Source: an optimization exercise on an open RTL-to-GDS flow (aim: small area, a short achievable clock period and few clock cycles per item). Production flows keep margins and buffers that such runs may drop. At most, simulation tests tie the RTL to the original design; equivalence was not proved. The RTL of runs 1 and 2 was laid out without a check of its function.

**flow/design.v**
```verilog
module arctan #
	(
		parameter integer C_S00_AXIS_TDATA_WIDTH	= 32,
		parameter integer C_M00_AXIS_TDATA_WIDTH	= 32,
    parameter integer ITERATIONS = 16
	)
	(
		input wire  s00_axis_aclk, s00_axis_aresetn,
		input wire  s00_axis_tlast, s00_axis_tvalid,
		input wire [C_S00_AXIS_TDATA_WIDTH-1 : 0] s00_axis_tdata,
		input wire [(C_S00_AXIS_TDATA_WIDTH/8)-1: 0] s00_axis_tstrb,
		output logic  s00_axis_tready,
		input wire  m00_axis_aclk, m00_axis_aresetn,
		input wire  m00_axis_tready,
		output logic  m00_axis_tvalid, m00_axis_tlast,
		output logic [C_M00_AXIS_TDATA_WIDTH-1 : 0] m00_axis_tdata,
		output logic [(C_M00_AXIS_TDATA_WIDTH/8)-1: 0] m00_axis_tstrb
	);
  logic ov;   
  wire adv = m00_axis_tready | ~ov;
  assign s00_axis_tready = adv;
  wire signed [15:0] x_in = s00_axis_tdata[15:0];
  wire signed [15:0] y_in = s00_axis_tdata[31:16];
  logic s0_v;
  logic [4:0] s0_side;
  logic signed [15:0] s0_x, s0_y;
  logic [1:0] s0_q;
  logic s1_v;
  logic [4:0] s1_side;
  logic signed [15:0] s1_x, s1_y;
  logic [1:0] s1_q;
  logic [0:0] s1_b;
  logic s2_v;
  logic [4:0] s2_side;
  logic signed [15:0] s2_x, s2_y;
  logic [1:0] s2_q;
  logic [1:0] s2_b;
  logic s3_v;
  logic [4:0] s3_side;
  logic signed [15:0] s3_x, s3_y;
  logic [1:0] s3_q;
  logic [2:0] s3_b;
  logic s4_v;
  logic [4:0] s4_side;
  logic signed [15:0] s4_x, s4_y;
  logic [1:0] s4_q;
  logic [3:0] s4_b;
  logic s5_v;
  logic [4:0] s5_side;
  logic signed [15:0] s5_x, s5_y;
  logic [1:0] s5_q;
  logic [4:0] s5_b;
  logic s6_v;
  logic [4:0] s6_side;
  logic signed [15:0] s6_x, s6_y;
  logic [1:0] s6_q;
  logic [5:0] s6_b;
  logic s7_v;
  logic [4:0] s7_side;
  logic signed [15:0] s7_x, s7_y;
  logic [1:0] s7_q;
  logic [6:0] s7_b;
  logic s8_v;
  logic [4:0] s8_side;
  logic signed [15:0] s8_x, s8_y;
  logic [1:0] s8_q;
  logic [7:0] s8_b;
  logic s9_v;
  logic [4:0] s9_side;
  logic signed [15:0] s9_x, s9_y;
  logic [1:0] s9_q;
  logic [8:0] s9_b;
  logic s10_v;
  logic [4:0] s10_side;
  logic signed [15:0] s10_x, s10_y;
  logic [1:0] s10_q;
  logic [9:0] s10_b;
  logic s11_v;
  logic [4:0] s11_side;
  logic signed [15:0] s11_x, s11_y;
  logic [1:0] s11_q;
  logic [10:0] s11_b;
  logic s12_v;
  logic [4:0] s12_side;
  logic signed [15:0] s12_x, s12_y;
  logic [1:0] s12_q;
  logic [11:0] s12_b;
  logic s13_v;
  logic [4:0] s13_side;
  logic signed [15:0] s13_x, s13_y;
  logic signed [18:0] s13_kk;
  logic [1:0] s13_q;
  logic [12:0] s13_b;
  logic s14_v;
  logic [4:0] s14_side;
  logic signed [18:0] s14_r;
  logic signed [4:0] s14_pc;
  logic [1:0] s14_bl;
  wire c0_neg = x_in[15];
  wire c0_yneg = y_in[15];
  logic signed [15:0] c0_xf, c0_yf;
  assign c0_xf = (x_in ^ {16{c0_neg}}) + 16'(c0_neg);
  assign c0_yf = (y_in ^ {16{c0_neg}}) + 16'(c0_neg);
  always_ff @(posedge s00_axis_aclk) begin
    if (s00_axis_aresetn == 1'b0) s0_v <= 1'b0;
    else if (adv) s0_v <= s00_axis_tvalid;
  end
  always_ff @(posedge s00_axis_aclk) begin
    if (adv) begin
      s0_x <= c0_xf;
      s0_y <= c0_yf;
      s0_q <= {c0_neg, c0_yneg};
      s0_side <= {s00_axis_tlast, s00_axis_tstrb};
    end
  end
  wire c1_d0 = ~s0_y[15];   
  logic signed [15:0] c1_x1, c1_y1;
  logic signed [15:0] c1_x1_op;
  assign c1_x1_op = (s0_y >>> 0);
  logic [16:0] c1_x1_s;
  assign c1_x1_s = {s0_x, 1'b1} + {c1_x1_op ^ {16{~c1_d0}}, ~c1_d0};
  assign c1_x1 = c1_x1_s[16:1];
  logic signed [15:0] c1_y1_op;
  assign c1_y1_op = (s0_x >>> 0);
  logic [16:0] c1_y1_s;
  assign c1_y1_s = {s0_y, 1'b1} + {c1_y1_op ^ {16{c1_d0}}, c1_d0};
  assign c1_y1 = c1_y1_s[16:1];
  logic [0:0] c1_b;
  assign c1_b = {c1_d0};
  always_ff @(posedge s00_axis_aclk) begin
    if (s00_axis_aresetn == 1'b0) s1_v <= 1'b0;
    else if (adv) s1_v <= s0_v;
  end
  always_ff @(posedge s00_axis_aclk) begin
    if (adv) begin
      s1_x <= c1_x1;
      s1_y <= c1_y1;
      s1_q <= s0_q;
      s1_b <= c1_b;
      s1_side <= s0_side;
    end
  end
  wire c2_d1 = ~s1_y[15];   
  logic signed [15:0] c2_x2, c2_y2;
  logic signed [15:0] c2_x2_op;
  assign c2_x2_op = (s1_y >>> 1);
  logic [16:0] c2_x2_s;
  assign c2_x2_s = {s1_x, 1'b1} + {c2_x2_op ^ {16{~c2_d1}}, ~c2_d1};
  assign c2_x2 = c2_x2_s[16:1];
  logic signed [15:0] c2_y2_op;
  assign c2_y2_op = (s1_x >>> 1);
  logic [16:0] c2_y2_s;
  assign c2_y2_s = {s1_y, 1'b1} + {c2_y2_op ^ {16{c2_d1}}, c2_d1};
  assign c2_y2 = c2_y2_s[16:1];
  logic [1:0] c2_b;
  assign c2_b = {c2_d1, s1_b};
  always_ff @(posedge s00_axis_aclk) begin
    if (s00_axis_aresetn == 1'b0) s2_v <= 1'b0;
    else if (adv) s2_v <= s1_v;
  end
  always_ff @(posedge s00_axis_aclk) begin
    if (adv) begin
      s2_x <= c2_x2;
      s2_y <= c2_y2;
      s2_q <= s1_q;
      s2_b <= c2_b;
      s2_side <= s1_side;
    end
  end
  wire c3_d2 = ~s2_y[15];   
  logic signed [15:0] c3_x3, c3_y3;
  logic signed [15:0] c3_x3_op;
  assign c3_x3_op = (s2_y >>> 2);
  logic [16:0] c3_x3_s;
  assign c3_x3_s = {s2_x, 1'b1} + {c3_x3_op ^ {16{~c3_d2}}, ~c3_d2};
  assign c3_x3 = c3_x3_s[16:1];
  logic signed [15:0] c3_y3_op;
  assign c3_y3_op = (s2_x >>> 2);
  logic [16:0] c3_y3_s;
  assign c3_y3_s = {s2_y, 1'b1} + {c3_y3_op ^ {16{c3_d2}}, c3_d2};
  assign c3_y3 = c3_y3_s[16:1];
  logic [2:0] c3_b;
  assign c3_b = {c3_d2, s2_b};
  always_ff @(posedge s00_axis_aclk) begin
    if (s00_axis_aresetn == 1'b0) s3_v <= 1'b0;
    else if (adv) s3_v <= s2_v;
  end
  always_ff @(posedge s00_axis_aclk) begin
    if (adv) begin
      s3_x <= c3_x3;
      s3_y <= c3_y3;
      s3_q <= s2_q;
      s3_b <= c3_b;
      s3_side <= s2_side;
    end
  end
  wire c4_d3 = ~s3_y[15];   
  logic signed [15:0] c4_x4, c4_y4;
  logic signed [15:0] c4_x4_op;
  assign c4_x4_op = (s3_y >>> 3);
  logic [16:0] c4_x4_s;
  assign c4_x4_s = {s3_x, 1'b1} + {c4_x4_op ^ {16{~c4_d3}}, ~c4_d3};
  assign c4_x4 = c4_x4_s[16:1];
  logic signed [15:0] c4_y4_op;
  assign c4_y4_op = (s3_x >>> 3);
  logic [16:0] c4_y4_s;
  assign c4_y4_s = {s3_y, 1'b1} + {c4_y4_op ^ {16{c4_d3}}, c4_d3};
  assign c4_y4 = c4_y4_s[16:1];
  logic [3:0] c4_b;
  assign c4_b = {c4_d3, s3_b};
  always_ff @(posedge s00_axis_aclk) begin
    if (s00_axis_aresetn == 1'b0) s4_v <= 1'b0;
    else if (adv) s4_v <= s3_v;
  end
  always_ff @(posedge s00_axis_aclk) begin
    if (adv) begin
      s4_x <= c4_x4;
      s4_y <= c4_y4;
      s4_q <= s3_q;
      s4_b <= c4_b;
      s4_side <= s3_side;
    end
  end
  wire c5_d4 = ~s4_y[15];   
  logic signed [15:0] c5_x5, c5_y5;
  logic signed [15:0] c5_x5_op;
  assign c5_x5_op = (s4_y >>> 4);
  logic [16:0] c5_x5_s;
  assign c5_x5_s = {s4_x, 1'b1} + {c5_x5_op ^ {16{~c5_d4}}, ~c5_d4};
  assign c5_x5 = c5_x5_s[16:1];
  logic signed [15:0] c5_y5_op;
  assign c5_y5_op = (s4_x >>> 4);
  logic [16:0] c5_y5_s;
  assign c5_y5_s = {s4_y, 1'b1} + {c5_y5_op ^ {16{c5_d4}}, c5_d4};
  assign c5_y5 = c5_y5_s[16:1];
  logic [4:0] c5_b;
  assign c5_b = {c5_d4, s4_b};
  always_ff @(posedge s00_axis_aclk) begin
    if (s00_axis_aresetn == 1'b0) s5_v <= 1'b0;
    else if (adv) s5_v <= s4_v;
  end
  always_ff @(posedge s00_axis_aclk) begin
    if (adv) begin
      s5_x <= c5_x5;
      s5_y <= c5_y5;
      s5_q <= s4_q;
      s5_b <= c5_b;
      s5_side <= s4_side;
    end
  end
  wire c6_d5 = ~s5_y[15];   
  logic signed [15:0] c6_x6, c6_y6;
  logic signed [15:0] c6_x6_op;
  assign c6_x6_op = (s5_y >>> 5);
  logic [16:0] c6_x6_s;
  assign c6_x6_s = {s5_x, 1'b1} + {c6_x6_op ^ {16{~c6_d5}}, ~c6_d5};
  assign c6_x6 = c6_x6_s[16:1];
  logic signed [15:0] c6_y6_op;
  assign c6_y6_op = (s5_x >>> 5);
  logic [16:0] c6_y6_s;
  assign c6_y6_s = {s5_y, 1'b1} + {c6_y6_op ^ {16{c6_d5}}, c6_d5};
  assign c6_y6 = c6_y6_s[16:1];
  logic [5:0] c6_b;
  assign c6_b = {c6_d5, s5_b};
  always_ff @(posedge s00_axis_aclk) begin
    if (s00_axis_aresetn == 1'b0) s6_v <= 1'b0;
    else if (adv) s6_v <= s5_v;
  end
  always_ff @(posedge s00_axis_aclk) begin
    if (adv) begin
      s6_x <= c6_x6;
      s6_y <= c6_y6;
      s6_q <= s5_q;
      s6_b <= c6_b;
      s6_side <= s5_side;
    end
  end
  wire c7_d6 = ~s6_y[15];   
  logic signed [15:0] c7_x7, c7_y7;
  logic signed [15:0] c7_x7_op;
  assign c7_x7_op = (s6_y >>> 6);
  logic [16:0] c7_x7_s;
  assign c7_x7_s = {s6_x, 1'b1} + {c7_x7_op ^ {16{~c7_d6}}, ~c7_d6};
  assign c7_x7 = c7_x7_s[16:1];
  logic signed [15:0] c7_y7_op;
  assign c7_y7_op = (s6_x >>> 6);
  logic [16:0] c7_y7_s;
  assign c7_y7_s = {s6_y, 1'b1} + {c7_y7_op ^ {16{c7_d6}}, c7_d6};
  assign c7_y7 = c7_y7_s[16:1];
  logic [6:0] c7_b;
  assign c7_b = {c7_d6, s6_b};
  always_ff @(posedge s00_axis_aclk) begin
    if (s00_axis_aresetn == 1'b0) s7_v <= 1'b0;
    else if (adv) s7_v <= s6_v;
  end
  always_ff @(posedge s00_axis_aclk) begin
    if (adv) begin
      s7_x <= c7_x7;
      s7_y <= c7_y7;
      s7_q <= s6_q;
      s7_b <= c7_b;
      s7_side <= s6_side;
    end
  end
  wire c8_d7 = ~s7_y[15];   
  logic signed [15:0] c8_x8, c8_y8;
  logic signed [15:0] c8_x8_op;
  assign c8_x8_op = (s7_y >>> 7);
  logic [16:0] c8_x8_s;
  assign c8_x8_s = {s7_x, 1'b1} + {c8_x8_op ^ {16{~c8_d7}}, ~c8_d7};
  assign c8_x8 = c8_x8_s[16:1];
  logic signed [15:0] c8_y8_op;
  assign c8_y8_op = (s7_x >>> 7);
  logic [16:0] c8_y8_s;
  assign c8_y8_s = {s7_y, 1'b1} + {c8_y8_op ^ {16{c8_d7}}, c8_d7};
  assign c8_y8 = c8_y8_s[16:1];
  logic [7:0] c8_b;
  assign c8_b = {c8_d7, s7_b};
  always_ff @(posedge s00_axis_aclk) begin
    if (s00_axis_aresetn == 1'b0) s8_v <= 1'b0;
    else if (adv) s8_v <= s7_v;
  end
  always_ff @(posedge s00_axis_aclk) begin
    if (adv) begin
      s8_x <= c8_x8;
      s8_y <= c8_y8;
      s8_q <= s7_q;
      s8_b <= c8_b;
      s8_side <= s7_side;
    end
  end
  wire c9_d8 = ~s8_y[15];   
  logic signed [15:0] c9_x9, c9_y9;
  logic signed [15:0] c9_x9_op;
  assign c9_x9_op = (s8_y >>> 8);
  logic [16:0] c9_x9_s;
  assign c9_x9_s = {s8_x, 1'b1} + {c9_x9_op ^ {16{~c9_d8}}, ~c9_d8};
  assign c9_x9 = c9_x9_s[16:1];
  logic signed [15:0] c9_y9_op;
  assign c9_y9_op = (s8_x >>> 8);
  logic [16:0] c9_y9_s;
  assign c9_y9_s = {s8_y, 1'b1} + {c9_y9_op ^ {16{c9_d8}}, c9_d8};
  assign c9_y9 = c9_y9_s[16:1];
  logic [8:0] c9_b;
  assign c9_b = {c9_d8, s8_b};
  always_ff @(posedge s00_axis_aclk) begin
    if (s00_axis_aresetn == 1'b0) s9_v <= 1'b0;
    else if (adv) s9_v <= s8_v;
  end
  always_ff @(posedge s00_axis_aclk) begin
    if (adv) begin
      s9_x <= c9_x9;
      s9_y <= c9_y9;
      s9_q <= s8_q;
      s9_b <= c9_b;
      s9_side <= s8_side;
    end
  end
  wire c10_d9 = ~s9_y[15];   
  logic signed [15:0] c10_x10, c10_y10;
  logic signed [15:0] c10_x10_op;
  assign c10_x10_op = (s9_y >>> 9);
  logic [16:0] c10_x10_s;
  assign c10_x10_s = {s9_x, 1'b1} + {c10_x10_op ^ {16{~c10_d9}}, ~c10_d9};
  assign c10_x10 = c10_x10_s[16:1];
  logic signed [15:0] c10_y10_op;
  assign c10_y10_op = (s9_x >>> 9);
  logic [16:0] c10_y10_s;
  assign c10_y10_s = {s9_y, 1'b1} + {c10_y10_op ^ {16{c10_d9}}, c10_d9};
  assign c10_y10 = c10_y10_s[16:1];
  logic [9:0] c10_b;
  assign c10_b = {c10_d9, s9_b};
  always_ff @(posedge s00_axis_aclk) begin
    if (s00_axis_aresetn == 1'b0) s10_v <= 1'b0;
    else if (adv) s10_v <= s9_v;
  end
  always_ff @(posedge s00_axis_aclk) begin
    if (adv) begin
      s10_x <= c10_x10;
      s10_y <= c10_y10;
      s10_q <= s9_q;
      s10_b <= c10_b;
      s10_side <= s9_side;
    end
  end
  wire c11_d10 = ~s10_y[15];   
  logic signed [15:0] c11_x11, c11_y11;
  logic signed [15:0] c11_x11_op;
  assign c11_x11_op = (s10_y >>> 10);
  logic [16:0] c11_x11_s;
  assign c11_x11_s = {s10_x, 1'b1} + {c11_x11_op ^ {16{~c11_d10}}, ~c11_d10};
  assign c11_x11 = c11_x11_s[16:1];
  logic signed [15:0] c11_y11_op;
  assign c11_y11_op = (s10_x >>> 10);
  logic [16:0] c11_y11_s;
  assign c11_y11_s = {s10_y, 1'b1} + {c11_y11_op ^ {16{c11_d10}}, c11_d10};
  assign c11_y11 = c11_y11_s[16:1];
  logic [10:0] c11_b;
  assign c11_b = {c11_d10, s10_b};
  always_ff @(posedge s00_axis_aclk) begin
    if (s00_axis_aresetn == 1'b0) s11_v <= 1'b0;
    else if (adv) s11_v <= s10_v;
  end
  always_ff @(posedge s00_axis_aclk) begin
    if (adv) begin
      s11_x <= c11_x11;
      s11_y <= c11_y11;
      s11_q <= s10_q;
      s11_b <= c11_b;
      s11_side <= s10_side;
    end
  end
  wire c12_d11 = ~s11_y[15];   
  logic signed [15:0] c12_x12, c12_y12;
  logic signed [15:0] c12_x12_op;
  assign c12_x12_op = (s11_y >>> 11);
  logic [16:0] c12_x12_s;
  assign c12_x12_s = {s11_x, 1'b1} + {c12_x12_op ^ {16{~c12_d11}}, ~c12_d11};
  assign c12_x12 = c12_x12_s[16:1];
  logic signed [15:0] c12_y12_op;
  assign c12_y12_op = (s11_x >>> 11);
  logic [16:0] c12_y12_s;
  assign c12_y12_s = {s11_y, 1'b1} + {c12_y12_op ^ {16{c12_d11}}, c12_d11};
  assign c12_y12 = c12_y12_s[16:1];
  logic [11:0] c12_b;
  assign c12_b = {c12_d11, s11_b};
  always_ff @(posedge s00_axis_aclk) begin
    if (s00_axis_aresetn == 1'b0) s12_v <= 1'b0;
    else if (adv) s12_v <= s11_v;
  end
  always_ff @(posedge s00_axis_aclk) begin
    if (adv) begin
      s12_x <= c12_x12;
      s12_y <= c12_y12;
      s12_q <= s11_q;
      s12_b <= c12_b;
      s12_side <= s11_side;
    end
  end
  wire c13_d12 = ~s12_y[15];   
  logic signed [15:0] c13_x13, c13_y13;
  logic signed [15:0] c13_x13_op;
  assign c13_x13_op = (s12_y >>> 12);
  logic [16:0] c13_x13_s;
  assign c13_x13_s = {s12_x, 1'b1} + {c13_x13_op ^ {16{~c13_d12}}, ~c13_d12};
  assign c13_x13 = c13_x13_s[16:1];
  logic signed [15:0] c13_y13_op;
  assign c13_y13_op = (s12_x >>> 12);
  logic [16:0] c13_y13_s;
  assign c13_y13_s = {s12_y, 1'b1} + {c13_y13_op ^ {16{c13_d12}}, c13_d12};
  assign c13_y13 = c13_y13_s[16:1];
  logic signed [18:0] c13_k, c13_kc;
  logic [18:0] c13_kt;
  assign c13_kc = s12_q[1] ? (s12_q[0] ? -19'sd160052 : 19'sd45834) : -19'sd57109;
  assign c13_kt = (s12_b[4] ? (s12_b[3] ? (s12_b[2] ? (s12_b[1] ? (s12_b[0] ? 19'd110146 : 19'd58676) : (s12_b[0] ? 19'd79762 : 19'd28292)) : (s12_b[1] ? (s12_b[0] ? 19'd94092 : 19'd42622) : (s12_b[0] ? 19'd63708 : 19'd12238))) : (s12_b[2] ? (s12_b[1] ? (s12_b[0] ? 19'd101998 : 19'd50528) : (s12_b[0] ? 19'd71614 : 19'd20144)) : (s12_b[1] ? (s12_b[0] ? 19'd85944 : 19'd34474) : (s12_b[0] ? 19'd55560 : 19'd4090)))) : (s12_b[3] ? (s12_b[2] ? (s12_b[1] ? (s12_b[0] ? 19'd106056 : 19'd54586) : (s12_b[0] ? 19'd75672 : 19'd24202)) : (s12_b[1] ? (s12_b[0] ? 19'd90002 : 19'd38532) : (s12_b[0] ? 19'd59618 : 19'd8148))) : (s12_b[2] ? (s12_b[1] ? (s12_b[0] ? 19'd97908 : 19'd46438) : (s12_b[0] ? 19'd67524 : 19'd16054)) : (s12_b[1] ? (s12_b[0] ? 19'd81854 : 19'd30384) : (s12_b[0] ? 19'd51470 : 19'd0)))));
  assign c13_k = c13_kc + c13_kt;
  logic [12:0] c13_b;
  assign c13_b = {c13_d12, s12_b};
  always_ff @(posedge s00_axis_aclk) begin
    if (s00_axis_aresetn == 1'b0) s13_v <= 1'b0;
    else if (adv) s13_v <= s12_v;
  end
  always_ff @(posedge s00_axis_aclk) begin
    if (adv) begin
      s13_x <= c13_x13;
      s13_y <= c13_y13;
      s13_kk <= c13_k;
      s13_q <= s12_q;
      s13_b <= c13_b;
      s13_side <= s12_side;
    end
  end
  wire c14_d13 = ~s13_y[15];   
  logic signed [15:0] c14_y14;
  logic signed [15:0] c14_y14_op;
  assign c14_y14_op = (s13_x >>> 13);
  logic [16:0] c14_y14_s;
  assign c14_y14_s = {s13_y, 1'b1} + {c14_y14_op ^ {16{c14_d13}}, c14_d13};
  assign c14_y14 = c14_y14_s[16:1];
  wire c14_d14 = ~c14_y14[15];   
  logic signed [18:0] c14_k;
  assign c14_k = s13_kk;
  logic [18:0] c14_bv;
  assign c14_bv = {1'b0, 1'b0, 1'b0, 1'b0, 1'b0, 1'b0, 1'b0, s13_b[5], s13_b[6], s13_b[7], s13_b[8], s13_b[9], s13_b[10], s13_b[11], s13_b[12], 1'b0, 1'b0, 1'b0, 1'b0};
  logic signed [18:0] c14_r;
  logic [8:0] c14_lo;
  assign c14_lo = {1'b0, c14_k[11:4]} + {1'b0, c14_bv[11:4]};
  logic [6:0] c14_h0, c14_h1;
  assign c14_h0 = c14_k[18:12];
  assign c14_h1 = c14_k[18:12] + 7'd1;
  assign c14_r = {c14_lo[8] ? c14_h1 : c14_h0, c14_lo[7:0], c14_k[3:0]};
  logic [3:0] c14_pc;   
  assign c14_pc = 4'(s13_b[5]) + 4'(s13_b[6]) + 4'(s13_b[7]) + 4'(s13_b[8]) + 4'(s13_b[9]) + 4'(s13_b[10]) + 4'(s13_b[11]) + 4'(s13_b[12]);
  logic signed [4:0] c14_t;
  assign c14_t = {3'b000, ~s13_y[15], ~s13_y[15]} - {1'b0, c14_pc};
  logic [14:0] c14_b;
  assign c14_b = {c14_d14, c14_d13, s13_b};
  always_ff @(posedge s00_axis_aclk) begin
    if (s00_axis_aresetn == 1'b0) s14_v <= 1'b0;
    else if (adv) s14_v <= s13_v;
  end
  always_ff @(posedge s00_axis_aclk) begin
    if (adv) begin
      s14_r <= c14_r;
      s14_pc <= c14_t;
      s14_bl <= c14_b[14:13];
      s14_side <= s13_side;
    end
  end
  logic signed [18:0] c15_ph;
  logic [18:0] c15_su;
  assign c15_su = {s14_r[18:1], 1'b1} + {18'(s14_pc), s14_bl[1]};
  assign c15_ph = {c15_su[18:1], s14_r[0]};
  logic signed [18:0] o_ph;
  logic [4:0] o_side;
  always_ff @(posedge s00_axis_aclk) begin
    if (s00_axis_aresetn == 1'b0) ov <= 1'b0;
    else if (adv) ov <= s14_v;
  end
  always_ff @(posedge s00_axis_aclk) begin
    if (adv) begin
      o_ph <= c15_ph;
      o_side <= s14_side;
    end
  end
  assign m00_axis_tvalid = ov;
  assign m00_axis_tdata = {{(C_M00_AXIS_TDATA_WIDTH-19){o_ph[18]}}, o_ph};
  assign m00_axis_tlast = o_side[4];
  assign m00_axis_tstrb = o_side[3:0];
endmodule
```
**flow/run.sh**
```bash
#!/bin/bash
# synth_recipe.tcl (not shown) runs the flow's synth.tcl, then flattens the netlist and writes it again
# the make line also repeats each setting of config.mk as NAME=value (left out here)
make -C /OpenROAD-flow-scripts/flow DESIGN_CONFIG=/design/flow/config.mk WORK_HOME=/design/flow/orfs CLKGATE_MAP_FILE= SYNTH_SCRIPT=/design/flow/synth_recipe.tcl finish
```
**flow/config.mk**
```make
export PLATFORM = sky130hd
export DESIGN_NAME = arctan
export DESIGN_NICKNAME = arctan
export VERILOG_FILES = /design/flow/design.v
export SDC_FILE = /design/flow/constraint.sdc
export NUM_CORES = 4
export LEC_CHECK = 0
export CAP_MARGIN = 20
export CORE_MARGIN = 2
export CORE_UTILIZATION = 40
export SETUP_SLACK_MARGIN = 1.7
export SLEW_MARGIN = 20
```
**flow/constraint.sdc**
```tcl
create_clock -name core_clock -period 5.0 [get_ports {s00_axis_aclk}]
set_input_delay 1.0000 -clock core_clock [delete_from_list [all_inputs] [get_ports {s00_axis_aclk}]]
set_output_delay 1.0000 -clock core_clock [all_outputs]
set_load 0.01 [all_outputs]
```
==> summary.md, run 1 <==
| Metric | Value |
|---|---|
| Routability congestion estimate | `0.834` |
| Slowest-stage cell, CP | `edfxtp_1` |
| Max-cap violation count | `0` |
| Non-Filler Instances | `5626` |
| Share of post-route cells with drive strength above 1 | `6.82%` |
| I/O Buffers | `79` |
| Setup violators final | `0` |
| #FFs+latches synth | `705` |
| Core Region | `0.109 mm^2` |
| Crit Path Max Fanout | `5` |
| Crit. End Element | `flip-flop` |
| Die Wd | `336 um` |
| Post-Syn Area | `0.0442 mm^2` |
| Total negative slack | `0 ps` |
| Pin count of the biggest net entering global routing | `202` |
| Synth warn | `1` |
| Worst-Margin Slew | `1100 ps` |
| Sink Count | `705` |
| R2R Path Start | `s12_b[1]` |
| Die area | `0.113 mm^2` |
| Hold slack | `410 ps` |
| Post-Syn Nets | `4373` |
| CTS root buf | `clkbuf_16` |
| Nets | `4527` |
| TritonCTS clock tree | `done` |
| R2R setup slack | `1690 ps` |
| N_diodes | `0` |
| Count leader, synth | `edfxtp_1` |
| RSZ-0062 raised after global routing | `yes` |
| Max incr delay on CP | `480 ps` |
| All-Layer GR Usage | `15.1%` |
| H-tree Lvls | `3` |
| Unique cell type count in the Yosys netlist | `96` |
| Biggest regs | `o_ph (19), s13_kk (19), s14_r (19)` |
| Fin. Hold Viols | `0` |
| Reg2Reg Capture Point | `s13_kk[17]` |
| Min-Delay Path Class | `reg -> reg` |
| Post-layout util | `45.6%` |
| CP Launch Type | `flip-flop` |
| Cells after DPL | `5417` |
| Die Y | `336 um` |
| Post-Syn Instances | `3933` |
| Drt drc | `0` |
| Reg clk slew, reported paths | `60 ps` |
| Fin crit period | `3310 ps` |
| Leading area contributor after synthesis | `edfxtp_1` |
| Worst path top cell family by delay | `compound AO/OA/AOI/OAI gates` |
| Total global routing overflow | `0` |
| HPWL Detailed | `62500 um` |
| Period utilization | `66.2%` |
| WL final | `85700 um` |
| Post-synth top area share | `46.8%` |
| Inserted Clock Buffers | `79` |
| Maximum clock rate | `0.302 GHz` |
| EDFF count, synth | `689` |
| Crit-path cells | `inv_6 -> ha_4 -> nand2b_4 -> maj3_2 -> a32oi_1 -> o21ai_1 -> ha_1 -> or3b_4 -> o32ai_4 -> a31oi_4 -> o31a_1 -> o21ai_2 -> and4_1 -> nor3_1` |
| Via count | `29000` |
| First-pass GRT wire length | `140000 um` |
| WP buf/inv | `1` |
| Worst EP required | `5370 ps` |
| Synth Flop Type | `edfxtp_1` |
| Std-Cell Rows | `121` |
| Layout area overhead | `12.8%` |
| Worst Hold Depth | `0` |
| Ys async rst share | `0%` |
| Placed Area | `0.0466 mm^2` |
| Design Area, Final | `0.0498 mm^2` |
| Most frequent cells after synthesis | `689 x edfxtp_1, 425 x xnor2_1, 388 x ha_1` |
| Critical Path AT | `3680 ps` |
| # IOs | `82` |
| Drt pass-1 iters | `5` |
| Antenna Nets Post-Route | `0` |
| Post-Syn Area per Cell | `11.2 um^2` |
| Top cells by area, synth | `edfxtp_1 47%, ha_1 11%, xnor2_1 8.4%` |
| WS Path Type | `reg -> reg` |
| Avg WL per Cell | `15.2 um` |
| Worst hold endpoint | `s10_side[4]` |
| Antenna violations before repair | `0` |
| CTS Buffer Depth | `3` |
| Clock Latency Late Sink | `630 ps` |
| Post-synthesis sequential area ratio | `47.6%` |
| Slew Limit Fails | `0` |
| Vias in the first global route | `27700` |
| Starting Density | `40.5%` |
| Hold Path Origin | `s9_side[4]` |
| Initial detailed-routing violation count | `1487` |
| Worst r2r path cells | `14` |
| Worst Clk Skew | `33.0 ps` |
| Max_slew headroom | `26.7%` |
| Via density | `5.15` |
| Status | `timing/DRC/antenna clean` |
-- kinds of logic (layout without fill, tap and decap cells) --
family | count (synthesis) | in the layout | share of synthesized area [%]
multiplexers | 33 | 33 | 0.793
AND/OR/NAND/NOR | 1003 | 1003 | 11.4
buffers and inverters | 234 | 451 | 2.18
flip-flops | 705 | 705 | 47.6
AO/OA/AOI/OAI | 893 | 893 | 13.4
adder cells (fa/ha/maj) | 398 | 398 | 11.4
XOR/XNOR | 667 | 667 | 13.2
-- through the flow --
stage	worst slack, ps
after floorplan	998
after global placement	1180
after detailed placement	1170
after CTS	1670
after global routing	1520
final	1690
-- placed cells by master, fill, tap and decap left out, types with 78 or more instances in the layout --
master and n:
xnor2_1 421, nor2_1 298, nand2_1 201, nand3_1 78, o21ai_0 134, clkbuf_16 82, a21o_1 102, xor2_1 242
a21oi_1 262, edfxtp_1 689, inv_1 139, ha_1 386
-- worst reg2reg max path, delay by kind of cell (launching register included) --
kind | cells | cell delay [ps]
simple gates | 4 | 700
buf+inv | 1 | 100
fa+ha+maj | 3 | 740
compound gates | 6 | 1070
flops | 1 | 480
-- routing by layer --
metal	up-vias	track usage [%]	wire length, um	part of all wire, %
li1	14900	-	-	-
met1	13700	19.1	39000	45
met2	321	26.5	42100	49
met3	140	2.02	2290	2.7
met4	0	4.73	2310	2.7
met5	-	0	0	0
-- layout make-up --
| type | count | area, um^2 |
|---|---|---|
| Inverter | 143 | 561 |
| Multi-Input combinational cell | 2994 | 22300 |
| Timing Repair inverter | 1 | 8.76 |
| Timing Repair Buffer | 163 | 1540 |
| Sequential cell | 705 | 21000 |
| Tap cell | 1476 | 1850 |
| Clock buffer | 93 | 2090 |
| Clock inverter | 51 | 409 |
| Fill cell | 10100 | 59300 |
-- worst max-delay path by stage --
stage	startpoint	to	slack, ps	cells past startpoint
2_1_floorplan	m00_axis_tready	s00_axis_tready	1000	4
3_3_place_gp	s12_b[1]	s13_kk[18]	1180	14
3_5_place_dp	s12_b[1]	s13_kk[18]	1170	14
4_1_cts	s12_b[1]	s13_kk[18]	1670	14
5_1_grt	s12_b[1]	s13_kk[17]	1520	13
6_report	s12_b[1]	s13_kk[17]	1690	14
-- what timing repair did --
item	in CTS	in global routing
hold endpoints to repair	0	0
pin swaps	7	8
setup endpoints to repair	54	40
hold buffers	0	0
buffers inserted	26	38
gates resized for setup	9	17
cloned	1	0
==> run 2: changes to the inputs <==
--- a/flow/design.v
+++ b/flow/design.v
@@ -16,9 +16,11 @@
 		output logic [C_M00_AXIS_TDATA_WIDTH-1 : 0] m00_axis_tdata,
 		output logic [(C_M00_AXIS_TDATA_WIDTH/8)-1: 0] m00_axis_tstrb
 	);
+  logic sv;   
   logic ov;   
-  wire adv = m00_axis_tready | ~ov;
-  assign s00_axis_tready = adv;
+  wire adv = ~sv;
+  logic rdy;   
+  assign s00_axis_tready = rdy;
   wire signed [15:0] x_in = s00_axis_tdata[15:0];
   wire signed [15:0] y_in = s00_axis_tdata[31:16];
   logic s0_v;
@@ -88,6 +90,7 @@
   logic s13_v;
   logic [4:0] s13_side;
   logic signed [15:0] s13_x, s13_y;
+  logic [3:0] s13_kpc;
   logic signed [18:0] s13_kk;
   logic [1:0] s13_q;
   logic [12:0] s13_b;
@@ -454,6 +457,10 @@
   assign c13_kc = s12_q[1] ? (s12_q[0] ? -19'sd160052 : 19'sd45834) : -19'sd57109;
   assign c13_kt = (s12_b[4] ? (s12_b[3] ? (s12_b[2] ? (s12_b[1] ? (s12_b[0] ? 19'd110146 : 19'd58676) : (s12_b[0] ? 19'd79762 : 19'd28292)) : (s12_b[1] ? (s12_b[0] ? 19'd94092 : 19'd42622) : (s12_b[0] ? 19'd63708 : 19'd12238))) : (s12_b[2] ? (s12_b[1] ? (s12_b[0] ? 19'd101998 : 19'd50528) : (s12_b[0] ? 19'd71614 : 19'd20144)) : (s12_b[1] ? (s12_b[0] ? 19'd85944 : 19'd34474) : (s12_b[0] ? 19'd55560 : 19'd4090)))) : (s12_b[3] ? (s12_b[2] ? (s12_b[1] ? (s12_b[0] ? 19'd106056 : 19'd54586) : (s12_b[0] ? 19'd75672 : 19'd24202)) : (s12_b[1] ? (s12_b[0] ? 19'd90002 : 19'd38532) : (s12_b[0] ? 19'd59618 : 19'd8148))) : (s12_b[2] ? (s12_b[1] ? (s12_b[0] ? 19'd97908 : 19'd46438) : (s12_b[0] ? 19'd67524 : 19'd16054)) : (s12_b[1] ? (s12_b[0] ? 19'd81854 : 19'd30384) : (s12_b[0] ? 19'd51470 : 19'd0)))));
   assign c13_k = c13_kc + c13_kt;
+  logic [12:0] c13_bp;
+  assign c13_bp = {~s12_y[15], s12_b};
+  logic [3:0] c13_pc;
+  assign c13_pc = (c13_bp[12] ? (c13_bp[11] ? (c13_bp[10] ? (c13_bp[9] ? (c13_bp[8] ? (c13_bp[7] ? (c13_bp[6] ? (c13_bp[5] ? 4'd8 : 4'd7) : (c13_bp[5] ? 4'd7 : 4'd6)) : (c13_bp[6] ? (c13_bp[5] ? 4'd7 : 4'd6) : (c13_bp[5] ? 4'd6 : 4'd5))) : (c13_bp[7] ? (c13_bp[6] ? (c13_bp[5] ? 4'd7 : 4'd6) : (c13_bp[5] ? 4'd6 : 4'd5)) : (c13_bp[6] ? (c13_bp[5] ? 4'd6 : 4'd5) : (c13_bp[5] ? 4'd5 : 4'd4)))) : (c13_bp[8] ? (c13_bp[7] ? (c13_bp[6] ? (c13_bp[5] ? 4'd7 : 4'd6) : (c13_bp[5] ? 4'd6 : 4'd5)) : (c13_bp[6] ? (c13_bp[5] ? 4'd6 : 4'd5) : (c13_bp[5] ? 4'd5 : 4'd4))) : (c13_bp[7] ? (c13_bp[6] ? (c13_bp[5] ? 4'd6 : 4'd5) : (c13_bp[5] ? 4'd5 : 4'd4)) : (c13_bp[6] ? (c13_bp[5] ? 4'd5 : 4'd4) : (c13_bp[5] ? 4'd4 : 4'd3))))) : (c13_bp[9] ? (c13_bp[8] ? (c13_bp[7] ? (c13_bp[6] ? (c13_bp[5] ? 4'd7 : 4'd6) : (c13_bp[5] ? 4'd6 : 4'd5)) : (c13_bp[6] ? (c13_bp[5] ? 4'd6 : 4'd5) : (c13_bp[5] ? 4'd5 : 4'd4))) : (c13_bp[7] ? (c13_bp[6] ? (c13_bp[5] ? 4'd6 : 4'd5) : (c13_bp[5] ? 4'd5 : 4'd4)) : (c13_bp[6] ? (c13_bp[5] ? 4'd5 : 4'd4) : (c13_bp[5] ? 4'd4 : 4'd3)))) : (c13_bp[8] ? (c13_bp[7] ? (c13_bp[6] ? (c13_bp[5] ? 4'd6 : 4'd5) : (c13_bp[5] ? 4'd5 : 4'd4)) : (c13_bp[6] ? (c13_bp[5] ? 4'd5 : 4'd4) : (c13_bp[5] ? 4'd4 : 4'd3))) : (c13_bp[7] ? (c13_bp[6] ? (c13_bp[5] ? 4'd5 : 4'd4) : (c13_bp[5] ? 4'd4 : 4'd3)) : (c13_bp[6] ? (c13_bp[5] ? 4'd4 : 4'd3) : (c13_bp[5] ? 4'd3 : 4'd2)))))) : (c13_bp[10] ? (c13_bp[9] ? (c13_bp[8] ? (c13_bp[7] ? (c13_bp[6] ? (c13_bp[5] ? 4'd7 : 4'd6) : (c13_bp[5] ? 4'd6 : 4'd5)) : (c13_bp[6] ? (c13_bp[5] ? 4'd6 : 4'd5) : (c13_bp[5] ? 4'd5 : 4'd4))) : (c13_bp[7] ? (c13_bp[6] ? (c13_bp[5] ? 4'd6 : 4'd5) : (c13_bp[5] ? 4'd5 : 4'd4)) : (c13_bp[6] ? (c13_bp[5] ? 4'd5 : 4'd4) : (c13_bp[5] ? 4'd4 : 4'd3)))) : (c13_bp[8] ? (c13_bp[7] ? (c13_bp[6] ? (c13_bp[5] ? 4'd6 : 4'd5) : (c13_bp[5] ? 4'd5 : 4'd4)) : (c13_bp[6] ? (c13_bp[5] ? 4'd5 : 4'd4) : (c13_bp[5] ? 4'd4 : 4'd3))) : (c13_bp[7] ? (c13_bp[6] ? (c13_bp[5] ? 4'd5 : 4'd4) : (c13_bp[5] ? 4'd4 : 4'd3)) : (c13_bp[6] ? (c13_bp[5] ? 4'd4 : 4'd3) : (c13_bp[5] ? 4'd3 : 4'd2))))) : (c13_bp[9] ? (c13_bp[8] ? (c13_bp[7] ? (c13_bp[6] ? (c13_bp[5] ? 4'd6 : 4'd5) : (c13_bp[5] ? 4'd5 : 4'd4)) : (c13_bp[6] ? (c13_bp[5] ? 4'd5 : 4'd4) : (c13_bp[5] ? 4'd4 : 4'd3))) : (c13_bp[7] ? (c13_bp[6] ? (c13_bp[5] ? 4'd5 : 4'd4) : (c13_bp[5] ? 4'd4 : 4'd3)) : (c13_bp[6] ? (c13_bp[5] ? 4'd4 : 4'd3) : (c13_bp[5] ? 4'd3 : 4'd2)))) : (c13_bp[8] ? (c13_bp[7] ? (c13_bp[6] ? (c13_bp[5] ? 4'd5 : 4'd4) : (c13_bp[5] ? 4'd4 : 4'd3)) : (c13_bp[6] ? (c13_bp[5] ? 4'd4 : 4'd3) : (c13_bp[5] ? 4'd3 : 4'd2))) : (c13_bp[7] ? (c13_bp[6] ? (c13_bp[5] ? 4'd4 : 4'd3) : (c13_bp[5] ? 4'd3 : 4'd2)) : (c13_bp[6] ? (c13_bp[5] ? 4'd3 : 4'd2) : (c13_bp[5] ? 4'd2 : 4'd1))))))) : (c13_bp[11] ? (c13_bp[10] ? (c13_bp[9] ? (c13_bp[8] ? (c13_bp[7] ? (c13_bp[6] ? (c13_bp[5] ? 4'd7 : 4'd6) : (c13_bp[5] ? 4'd6 : 4'd5)) : (c13_bp[6] ? (c13_bp[5] ? 4'd6 : 4'd5) : (c13_bp[5] ? 4'd5 : 4'd4))) : (c13_bp[7] ? (c13_bp[6] ? (c13_bp[5] ? 4'd6 : 4'd5) : (c13_bp[5] ? 4'd5 : 4'd4)) : (c13_bp[6] ? (c13_bp[5] ? 4'd5 : 4'd4) : (c13_bp[5] ? 4'd4 : 4'd3)))) : (c13_bp[8] ? (c13_bp[7] ? (c13_bp[6] ? (c13_bp[5] ? 4'd6 : 4'd5) : (c13_bp[5] ? 4'd5 : 4'd4)) : (c13_bp[6] ? (c13_bp[5] ? 4'd5 : 4'd4) : (c13_bp[5] ? 4'd4 : 4'd3))) : (c13_bp[7] ? (c13_bp[6] ? (c13_bp[5] ? 4'd5 : 4'd4) : (c13_bp[5] ? 4'd4 : 4'd3)) : (c13_bp[6] ? (c13_bp[5] ? 4'd4 : 4'd3) : (c13_bp[5] ? 4'd3 : 4'd2))))) : (c13_bp[9] ? (c13_bp[8] ? (c13_bp[7] ? (c13_bp[6] ? (c13_bp[5] ? 4'd6 : 4'd5) : (c13_bp[5] ? 4'd5 : 4'd4)) : (c13_bp[6] ? (c13_bp[5] ? 4'd5 : 4'd4) : (c13_bp[5] ? 4'd4 : 4'd3))) : (c13_bp[7] ? (c13_bp[6] ? (c13_bp[5] ? 4'd5 : 4'd4) : (c13_bp[5] ? 4'd4 : 4'd3)) : (c13_bp[6] ? (c13_bp[5] ? 4'd4 : 4'd3) : (c13_bp[5] ? 4'd3 : 4'd2)))) : (c13_bp[8] ? (c13_bp[7] ? (c13_bp[6] ? (c13_bp[5] ? 4'd5 : 4'd4) : (c13_bp[5] ? 4'd4 : 4'd3)) : (c13_bp[6] ? (c13_bp[5] ? 4'd4 : 4'd3) : (c13_bp[5] ? 4'd3 : 4'd2))) : (c13_bp[7] ? (c13_bp[6] ? (c13_bp[5] ? 4'd4 : 4'd3) : (c13_bp[5] ? 4'd3 : 4'd2)) : (c13_bp[6] ? (c13_bp[5] ? 4'd3 : 4'd2) : (c13_bp[5] ? 4'd2 : 4'd1)))))) : (c13_bp[10] ? (c13_bp[9] ? (c13_bp[8] ? (c13_bp[7] ? (c13_bp[6] ? (c13_bp[5] ? 4'd6 : 4'd5) : (c13_bp[5] ? 4'd5 : 4'd4)) : (c13_bp[6] ? (c13_bp[5] ? 4'd5 : 4'd4) : (c13_bp[5] ? 4'd4 : 4'd3))) : (c13_bp[7] ? (c13_bp[6] ? (c13_bp[5] ? 4'd5 : 4'd4) : (c13_bp[5] ? 4'd4 : 4'd3)) : (c13_bp[6] ? (c13_bp[5] ? 4'd4 : 4'd3) : (c13_bp[5] ? 4'd3 : 4'd2)))) : (c13_bp[8] ? (c13_bp[7] ? (c13_bp[6] ? (c13_bp[5] ? 4'd5 : 4'd4) : (c13_bp[5] ? 4'd4 : 4'd3)) : (c13_bp[6] ? (c13_bp[5] ? 4'd4 : 4'd3) : (c13_bp[5] ? 4'd3 : 4'd2))) : (c13_bp[7] ? (c13_bp[6] ? (c13_bp[5] ? 4'd4 : 4'd3) : (c13_bp[5] ? 4'd3 : 4'd2)) : (c13_bp[6] ? (c13_bp[5] ? 4'd3 : 4'd2) : (c13_bp[5] ? 4'd2 : 4'd1))))) : (c13_bp[9] ? (c13_bp[8] ? (c13_bp[7] ? (c13_bp[6] ? (c13_bp[5] ? 4'd5 : 4'd4) : (c13_bp[5] ? 4'd4 : 4'd3)) : (c13_bp[6] ? (c13_bp[5] ? 4'd4 : 4'd3) : (c13_bp[5] ? 4'd3 : 4'd2))) : (c13_bp[7] ? (c13_bp[6] ? (c13_bp[5] ? 4'd4 : 4'd3) : (c13_bp[5] ? 4'd3 : 4'd2)) : (c13_bp[6] ? (c13_bp[5] ? 4'd3 : 4'd2) : (c13_bp[5] ? 4'd2 : 4'd1)))) : (c13_bp[8] ? (c13_bp[7] ? (c13_bp[6] ? (c13_bp[5] ? 4'd4 : 4'd3) : (c13_bp[5] ? 4'd3 : 4'd2)) : (c13_bp[6] ? (c13_bp[5] ? 4'd3 : 4'd2) : (c13_bp[5] ? 4'd2 : 4'd1))) : (c13_bp[7] ? (c13_bp[6] ? (c13_bp[5] ? 4'd3 : 4'd2) : (c13_bp[5] ? 4'd2 : 4'd1)) : (c13_bp[6] ? (c13_bp[5] ? 4'd2 : 4'd1) : (c13_bp[5] ? 4'd1 : 4'd0))))))));
   logic [12:0] c13_b;
   assign c13_b = {c13_d12, s12_b};
   always_ff @(posedge s00_axis_aclk) begin
@@ -464,6 +471,7 @@
     if (adv) begin
       s13_x <= c13_x13;
       s13_y <= c13_y13;
+      s13_kpc <= c13_pc;
       s13_kk <= c13_k;
       s13_q <= s12_q;
       s13_b <= c13_b;
@@ -489,8 +497,8 @@
   assign c14_h0 = c14_k[18:12];
   assign c14_h1 = c14_k[18:12] + 7'd1;
   assign c14_r = {c14_lo[8] ? c14_h1 : c14_h0, c14_lo[7:0], c14_k[3:0]};
-  logic [3:0] c14_pc;   
-  assign c14_pc = 4'(s13_b[5]) + 4'(s13_b[6]) + 4'(s13_b[7]) + 4'(s13_b[8]) + 4'(s13_b[9]) + 4'(s13_b[10]) + 4'(s13_b[11]) + 4'(s13_b[12]);
+  logic [3:0] c14_pc;
+  assign c14_pc = s13_kpc;
   logic signed [4:0] c14_t;
   assign c14_t = {3'b000, ~s13_y[15], ~s13_y[15]} - {1'b0, c14_pc};
   logic [14:0] c14_b;
@@ -511,20 +519,44 @@
   logic [18:0] c15_su;
   assign c15_su = {s14_r[18:1], 1'b1} + {18'(s14_pc), s14_bl[1]};
   assign c15_ph = {c15_su[18:1], s14_r[0]};
-  logic signed [18:0] o_ph;
-  logic [4:0] o_side;
-  always_ff @(posedge s00_axis_aclk) begin
-    if (s00_axis_aresetn == 1'b0) ov <= 1'b0;
-    else if (adv) ov <= s14_v;
-  end
-  always_ff @(posedge s00_axis_aclk) begin
-    if (adv) begin
-      o_ph <= c15_ph;
-      o_side <= s14_side;
-    end
-  end
-  assign m00_axis_tvalid = ov;
-  assign m00_axis_tdata = {{(C_M00_AXIS_TDATA_WIDTH-19){o_ph[18]}}, o_ph};
-  assign m00_axis_tlast = o_side[4];
-  assign m00_axis_tstrb = o_side[3:0];
-endmodule
+      logic signed [18:0] o_ph;
+      logic signed [18:0] k_ph;
+      logic [4:0] o_side, k_side;
+      wire push = adv & s14_v;
+      wire load_o = m00_axis_tready | ~ov;
+      always_ff @(posedge s00_axis_aclk) begin
+        if (s00_axis_aresetn == 1'b0) begin
+          ov <= 1'b0;
+          sv <= 1'b0;
+        end else if (load_o) begin
+          ov <= sv | push;
+          sv <= 1'b0;
+        end else begin
+          sv <= sv | push;
+        end
+      end
+  always_ff @(posedge s00_axis_aclk) begin
+    if (s00_axis_aresetn == 1'b0) rdy <= 1'b1;
+    else if (load_o) rdy <= 1'b1;
+    else rdy <= ~(sv | push);
+  end
+      always_ff @(posedge s00_axis_aclk) begin
+        if (load_o) begin
+          o_ph <= sv ? 19'(k_ph) : c15_ph;
+          o_side <= sv ? k_side : s14_side;
+        end
+        if (adv) begin
+          k_ph <= c15_ph;
+          k_side <= s14_side;
+        end
+      end
+      assign m00_axis_tvalid = ov;
+  logic [3:0] o_sx;
+  always_ff @(posedge s00_axis_aclk) begin
+    o_sx[0] <= load_o ? (sv ? k_ph[18] : c15_ph[18]) : o_ph[18];
+    for (int i = 1; i < 4; i++) o_sx[i] <= load_o ? (sv ? k_ph[18] : c15_ph[18]) : o_sx[i-1];
+  end
+  assign m00_axis_tdata = {o_sx[3], o_sx[3], o_sx[3], o_sx[2], o_sx[2], o_sx[2], o_sx[1], o_sx[1], o_sx[1], o_sx[0], o_sx[0], o_sx[0], o_sx[0], o_ph};
+      assign m00_axis_tlast = o_side[4];
+      assign m00_axis_tstrb = o_side[3:0];
+    endmodule
--- a/flow/config.mk
+++ b/flow/config.mk
@@ -5,8 +5,11 @@
 export SDC_FILE = /design/flow/constraint.sdc
 export NUM_CORES = 4
 export LEC_CHECK = 0
+export ABC_AREA = 1
 export CAP_MARGIN = 20
 export CORE_MARGIN = 2
 export CORE_UTILIZATION = 40
-export SETUP_SLACK_MARGIN = 1.7
+export CTS_CLUSTER_DIAMETER = 70
+export CTS_CLUSTER_SIZE = 40
+export SETUP_SLACK_MARGIN = 2.5
 export SLEW_MARGIN = 20
==> run 2 against run 1 <==
Critical path depth is 3 higher. Final area is 10% higher. Critical path type unchanged. Sequential cell count is 35 higher. Non-clock buffer count is 152 higher. Cell count is 18% higher.
==> summary.md, run 2 <==
| Metric | Value |
|---|---|
| Leading area contributor after synthesis | `edfxtp_1 (unchanged)` |
| Vias in the first global route | `30900 (was 27700)` |
| Antenna violations before repair | `4 (was 0)` |
| Worst Clk Skew | `45.2 ps (was 33.0 ps)` |
| CP startpoint | `s12_b[0] (was s12_b[1])` |
| Post-Syn Nets | `5190 (was 4373)` |
| Sink Count | `740 (was 705)` |
| Ys async rst share | `0% (unchanged)` |
| Post-synthesis sequential area ratio | `47.4% (was 47.6%)` |
| CP Launch Type | `flip-flop (unchanged)` |
| Pin count of the biggest net entering global routing | `176 (was 202)` |
| Most frequent cells after synthesis | `1042 x nand2_1, 694 x edfxtp_1, 447 x inv_1 (was 689 x edfxtp_1, 425 x xnor2_1, 388 x ha_1)` |
| Min-Delay Path Class | `reg -> reg (unchanged)` |
| CTS Buffer Depth | `3 (unchanged)` |
| Period utilization | `54.7% (was 66.2%)` |
| Reg clk slew, reported paths | `120 ps (was 60 ps)` |
| Most frequent cells in the layout | `955 x nand2_1, 694 x edfxtp_1, 433 x inv_1, 393 x xor2_1, 338 x ha_1 (was 689 x edfxtp_1, 421 x xnor2_1, 386 x ha_1, 298 x nor2_1, 262 x a21oi_1)` |
| Avg WL per Cell | `15.0 um (was 15.2 um)` |
| Post-synth top area share | `45.4% (was 46.8%)` |
| Status | `timing/DRC/antenna clean (unchanged)` |
| Crit Path Max Fanout | `5 (unchanged)` |
| Die Y | `343 um (was 336 um)` |
| Via density | `4.92 (was 5.15)` |
| Critical Path AT | `3150 ps (was 3680 ps)` |
| Routability congestion estimate | `0.872 (was 0.834)` |
| Std-Cell Rows | `124 (was 121)` |
| TritonCTS clock tree | `done (unchanged)` |
| Top cells by area, synth | `edfxtp_1 45%, ha_1 11%, nand2_1 8.5% (was edfxtp_1 47%, ha_1 11%, xnor2_1 8.4%)` |
| Post-Syn Area | `0.0459 mm^2 (was 0.0442 mm^2)` |
| Drt drc | `0 (unchanged)` |
| Worst path top cell family by delay | `compound AO/OA/AOI/OAI gates (unchanged)` |
| # IOs | `82 (unchanged)` |
| Fin crit period | `2740 ps (was 3310 ps)` |
| EDFF count, synth | `694 (was 689)` |
| Nets | `5506 (was 4527)` |
| Die area | `0.117 mm^2 (was 0.113 mm^2)` |
| Share of post-route cells with drive strength above 1 | `15.6% (was 6.82%)` |
| Unique cell type count in the Yosys netlist | `61 (was 96)` |
| Drt pass-1 iters | `5 (unchanged)` |
| #FFs+latches synth | `740 (was 705)` |
| I/O Buffers | `79 (unchanged)` |
| RSZ-0062 raised after global routing | `yes (unchanged)` |
| Max-cap violation count | `0 (unchanged)` |
| All-Layer GR Usage | `16.6% (was 15.1%)` |
| Inserted Clock Buffers | `68 (was 79)` |
| Total negative slack | `0 ps (unchanged)` |
| Crit-path cells | `clkinv_4 -> buf_6 -> buf_6 -> ha_4 -> mux2i_2 -> nand2_1 -> a21oi_2 -> a21oi_2 -> ha_4 -> a21oi_4 -> o21ai_2 -> a21oi_2 -> o21ai_4 -> nand2_2 -> nand2_1 -> nand2_1 -> nand2_2 (was inv_6 -> ha_4 -> nand2b_4 -> maj3_2 -> a32oi_1 -> o21ai_1 -> ha_1 -> or3b_4 -> o32ai_4 -> a31oi_4 -> o31a_1 -> o21ai_2 -> and4_1 -> nor3_1)` |
| Post-Syn Area per Cell | `9.65 um^2 (was 11.2 um^2)` |
| Fin. Hold Viols | `0 (unchanged)` |
| Initial detailed-routing violation count | `1850 (was 1487)` |
| Maximum clock rate | `0.365 GHz (was 0.302 GHz)` |
| R2R Path Start | `s12_b[0] (was s12_b[1])` |
| Max_slew headroom | `33.0% (was 26.7%)` |
| Layout area overhead | `19.5% (was 12.8%)` |
| Starting Density | `40.2% (was 40.5%)` |
| WL final | `99600 um (was 85700 um)` |
| Synth Flop Type | `edfxtp_1 (unchanged)` |
| CTS root buf | `clkbuf_16 (unchanged)` |
| Pre-CTS setup slack | `1630 ps (was 1170 ps)` |
| Crit. End Element | `flip-flop (unchanged)` |
| Count leader, synth | `nand2_1 (was edfxtp_1)` |
| Synth warn | `1 (unchanged)` |
| Clock Latency Late Sink | `660 ps (was 630 ps)` |
| Worst EP required | `5420 ps (was 5370 ps)` |
| HPWL Detailed | `72200 um (was 62500 um)` |
| Post-Syn Instances | `4752 (was 3933)` |
| Die Wd | `343 um (was 336 um)` |
| Hold Path Origin | `s9_b[3] (was s9_side[4])` |
| Antenna Nets Post-Route | `0 (unchanged)` |
| First-pass GRT wire length | `159000 um (was 140000 um)` |
| WS Path Type | `reg -> reg (unchanged)` |
| Worst-Margin Slew | `1000 ps (was 1100 ps)` |
| Slowest-stage cell, CP | `edfxtp_1 (unchanged)` |
| Total global routing overflow | `0 (unchanged)` |
| Final worst slack | `2260 ps (was 1690 ps)` |
| Most common cell after layout, fill and taps aside | `nand2_1 (was edfxtp_1)` |
| Slew Limit Fails | `0 (unchanged)` |
| Post-CTS Hold Fix Bufs | `0 (unchanged)` |
| H-tree Lvls | `3 (unchanged)` |
| Setup violators final | `0 (unchanged)` |
| Max incr delay on CP | `510 ps (was 480 ps)` |
| Core Region | `0.114 mm^2 (was 0.109 mm^2)` |
| Via count | `32600 (was 29000)` |
| WP buf/inv | `3 (was 1)` |
-- run 2: changes by cell type in the layout (fill, tap and decap cells not counted), moves of 67 or more --
cell	delta
a21o_1	-67
nand2_1	+754
buf_4	+111
xor2_1	+151
inv_1	+294
xnor2_1	-181
nand2_2	+82
nand3_1	+146
a21oi_2	+74
o21a_1	-67
-- run 2: repair_timing --
action                                  4_1_cts  5_1_grt
endpoints found under the setup margin      848      200
pin swaps                                    78      192
gates resized for setup                     188      428
setup buffers                               101      119
-- run 2: final timing paths --
path	to	slack, ps	cells past startpoint
setup reg to reg	s13_kk[17]	2260	17
setup / recovery	s13_kk[17]	2260	17
hold / removal	s10_b[3]	380	0
hold reg to reg	s10_b[3]	380	0
-- run 2: metal layers --
metal / GRT usage, % / share of wire (%) / up-vias
li1: - / - / 16900
met1: 22.1 / 46 / 15200
met2: 28.5 / 49 / 431
met3: 1.95 / 3.0 / 127
met4: 4.44 / 2.2 / 0
met5: 0 / 0 / -
-- run 2: area by class of cell --
type | instances | area (um^2)
Clock buffer | 71 | 1770
Multi-Input combinational cell | 3484 | 24100
Tap cell | 1512 | 1890
Timing Repair Buffer | 315 | 2810
Fill cell | 10500 | 59200
Clock inverter | 52 | 753
Antenna cell | 1 | 2.50
Inverter | 459 | 1760
Sequential cell | 740 | 21800
-- run 2: cells by family after synthesis --
group                    after synthesis  synth area share, %
AO/OA/AOI/OAI                        728                 8.98
XOR/XNOR                             672                 12.9
multiplexers                           4               0.0900
buffers and inverters                528                 4.57
adder cells (fa/ha/maj)              395                 10.8
AND/OR/NAND/NOR                     1685                 15.2
flip-flops                           740                 47.4
-- run 2: stage by stage --
stage	cells	cell area, um^2	hold slack (ps)	util (%)
after CTS	6513	52300	375	45.8
after floorplan	4752	46000	400	-
after global routing	6633	54800	374	48.1
after global placement	6289	48400	401	42.5
final	6634	54800	376	48.1
after detailed placement	6289	48400	405	42.5
==> run 3: changes to the inputs <==
--- a/flow/design.v
+++ b/flow/design.v
@@ -452,11 +452,11 @@
   logic [16:0] c13_y13_s;
   assign c13_y13_s = {s12_y, 1'b1} + {c13_y13_op ^ {16{c13_d12}}, c13_d12};
   assign c13_y13 = c13_y13_s[16:1];
-  logic signed [18:0] c13_k, c13_kc;
-  logic [18:0] c13_kt;
-  assign c13_kc = s12_q[1] ? (s12_q[0] ? -19'sd160052 : 19'sd45834) : -19'sd57109;
-  assign c13_kt = (s12_b[4] ? (s12_b[3] ? (s12_b[2] ? (s12_b[1] ? (s12_b[0] ? 19'd110146 : 19'd58676) : (s12_b[0] ? 19'd79762 : 19'd28292)) : (s12_b[1] ? (s12_b[0] ? 19'd94092 : 19'd42622) : (s12_b[0] ? 19'd63708 : 19'd12238))) : (s12_b[2] ? (s12_b[1] ? (s12_b[0] ? 19'd101998 : 19'd50528) : (s12_b[0] ? 19'd71614 : 19'd20144)) : (s12_b[1] ? (s12_b[0] ? 19'd85944 : 19'd34474) : (s12_b[0] ? 19'd55560 : 19'd4090)))) : (s12_b[3] ? (s12_b[2] ? (s12_b[1] ? (s12_b[0] ? 19'd106056 : 19'd54586) : (s12_b[0] ? 19'd75672 : 19'd24202)) : (s12_b[1] ? (s12_b[0] ? 19'd90002 : 19'd38532) : (s12_b[0] ? 19'd59618 : 19'd8148))) : (s12_b[2] ? (s12_b[1] ? (s12_b[0] ? 19'd97908 : 19'd46438) : (s12_b[0] ? 19'd67524 : 19'd16054)) : (s12_b[1] ? (s12_b[0] ? 19'd81854 : 19'd30384) : (s12_b[0] ? 19'd51470 : 19'd0)))));
-  assign c13_k = c13_kc + c13_kt;
+  logic signed [18:0] c13_k, c13_k0, c13_k1, c13_k2;
+  assign c13_k0 = (s12_b[4] ? (s12_b[3] ? (s12_b[2] ? (s12_b[1] ? (s12_b[0] ? 19'sd53037 : 19'sd1567) : (s12_b[0] ? 19'sd22653 : -19'sd28817)) : (s12_b[1] ? (s12_b[0] ? 19'sd36983 : -19'sd14487) : (s12_b[0] ? 19'sd6599 : -19'sd44871))) : (s12_b[2] ? (s12_b[1] ? (s12_b[0] ? 19'sd44889 : -19'sd6581) : (s12_b[0] ? 19'sd14505 : -19'sd36965)) : (s12_b[1] ? (s12_b[0] ? 19'sd28835 : -19'sd22635) : (s12_b[0] ? -19'sd1549 : -19'sd53019)))) : (s12_b[3] ? (s12_b[2] ? (s12_b[1] ? (s12_b[0] ? 19'sd48947 : -19'sd2523) : (s12_b[0] ? 19'sd18563 : -19'sd32907)) : (s12_b[1] ? (s12_b[0] ? 19'sd32893 : -19'sd18577) : (s12_b[0] ? 19'sd2509 : -19'sd48961))) : (s12_b[2] ? (s12_b[1] ? (s12_b[0] ? 19'sd40799 : -19'sd10671) : (s12_b[0] ? 19'sd10415 : -19'sd41055)) : (s12_b[1] ? (s12_b[0] ? 19'sd24745 : -19'sd26725) : (s12_b[0] ? -19'sd5639 : -19'sd57109)))));
+  assign c13_k1 = (s12_b[4] ? (s12_b[3] ? (s12_b[2] ? (s12_b[1] ? (s12_b[0] ? 19'sd155980 : 19'sd104510) : (s12_b[0] ? 19'sd125596 : 19'sd74126)) : (s12_b[1] ? (s12_b[0] ? 19'sd139926 : 19'sd88456) : (s12_b[0] ? 19'sd109542 : 19'sd58072))) : (s12_b[2] ? (s12_b[1] ? (s12_b[0] ? 19'sd147832 : 19'sd96362) : (s12_b[0] ? 19'sd117448 : 19'sd65978)) : (s12_b[1] ? (s12_b[0] ? 19'sd131778 : 19'sd80308) : (s12_b[0] ? 19'sd101394 : 19'sd49924)))) : (s12_b[3] ? (s12_b[2] ? (s12_b[1] ? (s12_b[0] ? 19'sd151890 : 19'sd100420) : (s12_b[0] ? 19'sd121506 : 19'sd70036)) : (s12_b[1] ? (s12_b[0] ? 19'sd135836 : 19'sd84366) : (s12_b[0] ? 19'sd105452 : 19'sd53982))) : (s12_b[2] ? (s12_b[1] ? (s12_b[0] ? 19'sd143742 : 19'sd92272) : (s12_b[0] ? 19'sd113358 : 19'sd61888)) : (s12_b[1] ? (s12_b[0] ? 19'sd127688 : 19'sd76218) : (s12_b[0] ? 19'sd97304 : 19'sd45834)))));
+  assign c13_k2 = (s12_b[4] ? (s12_b[3] ? (s12_b[2] ? (s12_b[1] ? (s12_b[0] ? -19'sd49906 : -19'sd101376) : (s12_b[0] ? -19'sd80290 : -19'sd131760)) : (s12_b[1] ? (s12_b[0] ? -19'sd65960 : -19'sd117430) : (s12_b[0] ? -19'sd96344 : -19'sd147814))) : (s12_b[2] ? (s12_b[1] ? (s12_b[0] ? -19'sd58054 : -19'sd109524) : (s12_b[0] ? -19'sd88438 : -19'sd139908)) : (s12_b[1] ? (s12_b[0] ? -19'sd74108 : -19'sd125578) : (s12_b[0] ? -19'sd104492 : -19'sd155962)))) : (s12_b[3] ? (s12_b[2] ? (s12_b[1] ? (s12_b[0] ? -19'sd53996 : -19'sd105466) : (s12_b[0] ? -19'sd84380 : -19'sd135850)) : (s12_b[1] ? (s12_b[0] ? -19'sd70050 : -19'sd121520) : (s12_b[0] ? -19'sd100434 : -19'sd151904))) : (s12_b[2] ? (s12_b[1] ? (s12_b[0] ? -19'sd62144 : -19'sd113614) : (s12_b[0] ? -19'sd92528 : -19'sd143998)) : (s12_b[1] ? (s12_b[0] ? -19'sd78198 : -19'sd129668) : (s12_b[0] ? -19'sd108582 : -19'sd160052)))));
+  assign c13_k = s12_q[1] ? (s12_q[0] ? c13_k2 : c13_k1) : c13_k0;
   logic [12:0] c13_bp;
   assign c13_bp = {~s12_y[15], s12_b};
   logic [3:0] c13_pc;
==> run 3 against run 2 <==
Setup slack improved by 290 ps. Area after synthesis decreased by 0.49%. Critical endpoint is now s6_y[8].
==> summary.md, run 3 <==
| Metric | Value |
|---|---|
| Most frequent cells in the layout | `885 x nand2_1, 693 x edfxtp_1, 411 x xor2_1, 387 x inv_1, 367 x ha_1 (was 955 x nand2_1, 694 x edfxtp_1, 433 x inv_1, 393 x xor2_1, 338 x ha_1)` |
| Reg area | `0.0217 mm^2 (was 0.0218 mm^2)` |
| Drt pass-1 iters | `6 (was 5)` |
| CTS root buf | `clkbuf_16 (unchanged)` |
| HPWL Detailed | `73100 um (was 72200 um)` |
| Reg clk slew, reported paths | `80 ps (was 120 ps)` |
| Top cells by area, synth | `edfxtp_1 46%, ha_1 10%, xor2_1 7.9% (was edfxtp_1 45%, ha_1 11%, nand2_1 8.5%)` |
| Via count | `32000 (was 32600)` |
| Layout area overhead | `14.2% (was 19.5%)` |
| Crit Path Max Fanout | `10 (was 5)` |
| Fin. Hold Viols | `0 (unchanged)` |
| Clock Latency Late Sink | `720 ps (was 660 ps)` |
| Met2 Use GR | `27.9% (was 28.5%)` |
| Initial detailed-routing violation count | `1865 (was 1850)` |
| Period utilization | `48.9% (was 54.7%)` |
| Min-Delay Path Class | `reg -> reg (unchanged)` |
| Vias in the first global route | `30500 (was 30900)` |
| Setup violators final | `0 (unchanged)` |
| Total negative slack | `0 ps (unchanged)` |
| Slew Limit Fails | `0 (unchanged)` |
| Met1 usage | `22.2% (was 22.1%)` |
| Synth warn | `1 (unchanged)` |
| CTS Buffer Depth | `3 (unchanged)` |
| Via density | `5.00 (was 4.92)` |
| GR Util met3 | `1.79% (was 1.95%)` |
| Fill count | `10600 (was 10500)` |
| Top Usage Layer GRT | `met2 (unchanged)` |
| I/O Buffers | `79 (unchanged)` |
| Sink Count | `739 (was 740)` |
| Status | `timing/DRC/antenna clean (unchanged)` |
| Count leader, synth | `nand2_1 (unchanged)` |
| EDFF count, synth | `693 (was 694)` |
| Unique cell type count in the Yosys netlist | `62 (was 61)` |
## run 3: cell types whose count changed after synthesis, moves of 17 or more
cell / before / now
a21oi_1: 328 / 376
nor4_1: 21 / 4
o31ai_1: 3 / 30
o21bai_1: 39 / 13
inv_1: 447 / 390
nand2_1: 1042 / 900
o21ai_0: 205 / 247
nor2_1: 261 / 283
a21o_1: 35 / 66
nor3_1: 42 / 73
## run 3: cells by family (layout without fill, tap and decap cells)
kind of cell    Yosys count  after routing  share of synthesized area, %
flops                   739            739                          47.6
mux                       1              1                        0.0247
fa+ha+maj               383            383                          10.6
buf+inv                 471            708                          4.10
xor+xnor                681            681                          13.2
simple gates           1569           1569                          14.3
compound gates          832            832                          10.2
## run 3: cell type report
cell class | instances | share of cell area, %
clock buffers | 62 | 2.87
clock inverters | 50 | 1.58
inverters | 396 | 2.91
multi-input cells | 3466 | 43.8
flip-flops and latches | 739 | 41.7
well taps | 1500 | 3.60
repair buffers | 199 | 3.56
repair inverters | 1 | 0.0216
## run 3: critical path: stages, from the launching register on
cell and delay, ps:
edfxtp_1 520, buf_4 250, xnor2_1 200, ha_2 340, a21oi_2 170, o21ai_0 100, nor2_1 180, o21ai_2 90
and2_1 150, o21bai_1 120, nand2_1 60
## run 3: repair_timing
action                                  CTS  global route
pin swaps                                 0            68
cloned                                    0             2
gates resized for setup                  74           212
hold buffers                              0             0
endpoints found under the setup margin  782           204
buffers inserted                         34            67
## run 3: final timing paths
check / end / slack [ps] / from / cells past startpoint
setup / recovery: s6_y[8] / 2550 / s5_y[15] / 10
hold / removal: s1_side[3] / 410 / s0_side[3] / 0
setup reg to reg: s6_y[8] / 2550 / s5_y[15] / 10
hold reg to reg: s1_side[3] / 410 / s0_side[3] / 0
## run 3: layer usage
metal | up-vias | share of wire [%]
met3 | 131 | 3.2
met4 | 0 | 2.7
li1 | 16500 | -
met2 | 481 | 48
met1 | 14900 | 46
met5 | - | 0
## run 3: per-stage QoR
step | setup WS [ps] | hold slack [ps] | cell area (um^2) | instances
CTS | 2480 | 406 | 50900 | 6343
floorplan | 2400 | 400 | 45800 | 4676
finish | 2550 | 411 | 52100 | 6413
detailed placement | 1650 | 405 | 48200 | 6197
global route | 2390 | 415 | 52100 | 6413
global placement | 1680 | 401 | 48200 | 6197
Testbench counts of run 3, summed over its fixed seeds: cycles 16,128, items 16,000.

## what the ideal ports hide
No port has a modelled driver above. Below, the same layouts with a new extraction and two added sets of constraints. Step 1: set_driving_cell puts a clkbuf_16 on s00_axis_aclk and a buf_2 on each other input, an assumption about the parent block. Step 2, shift: input delay + t, output delay - t, t = (earliest + latest rising clock arrival at the registers) / 2. This alone moves slack from input paths to output paths. Slacks: no drivers / after step 1 / after step 2; pairs: no drivers / after step 1.
run | t (ns) | setup slack, ns | worst setup path at the end
run 1 | 0.679 | 1.692 / 1.692 / 1.469 | input to register
run 2 | 0.706 | 2.264 / 2.264 / 1.934 | input to register
run 3 | 0.758 | 2.554 / 2.511 / 1.971 | input to register
After both steps every run listed still meets setup and hold. For run 3, which loses most, drivers alone change the setup slack by -0.043 ns; drivers and shift together by -0.583 ns.
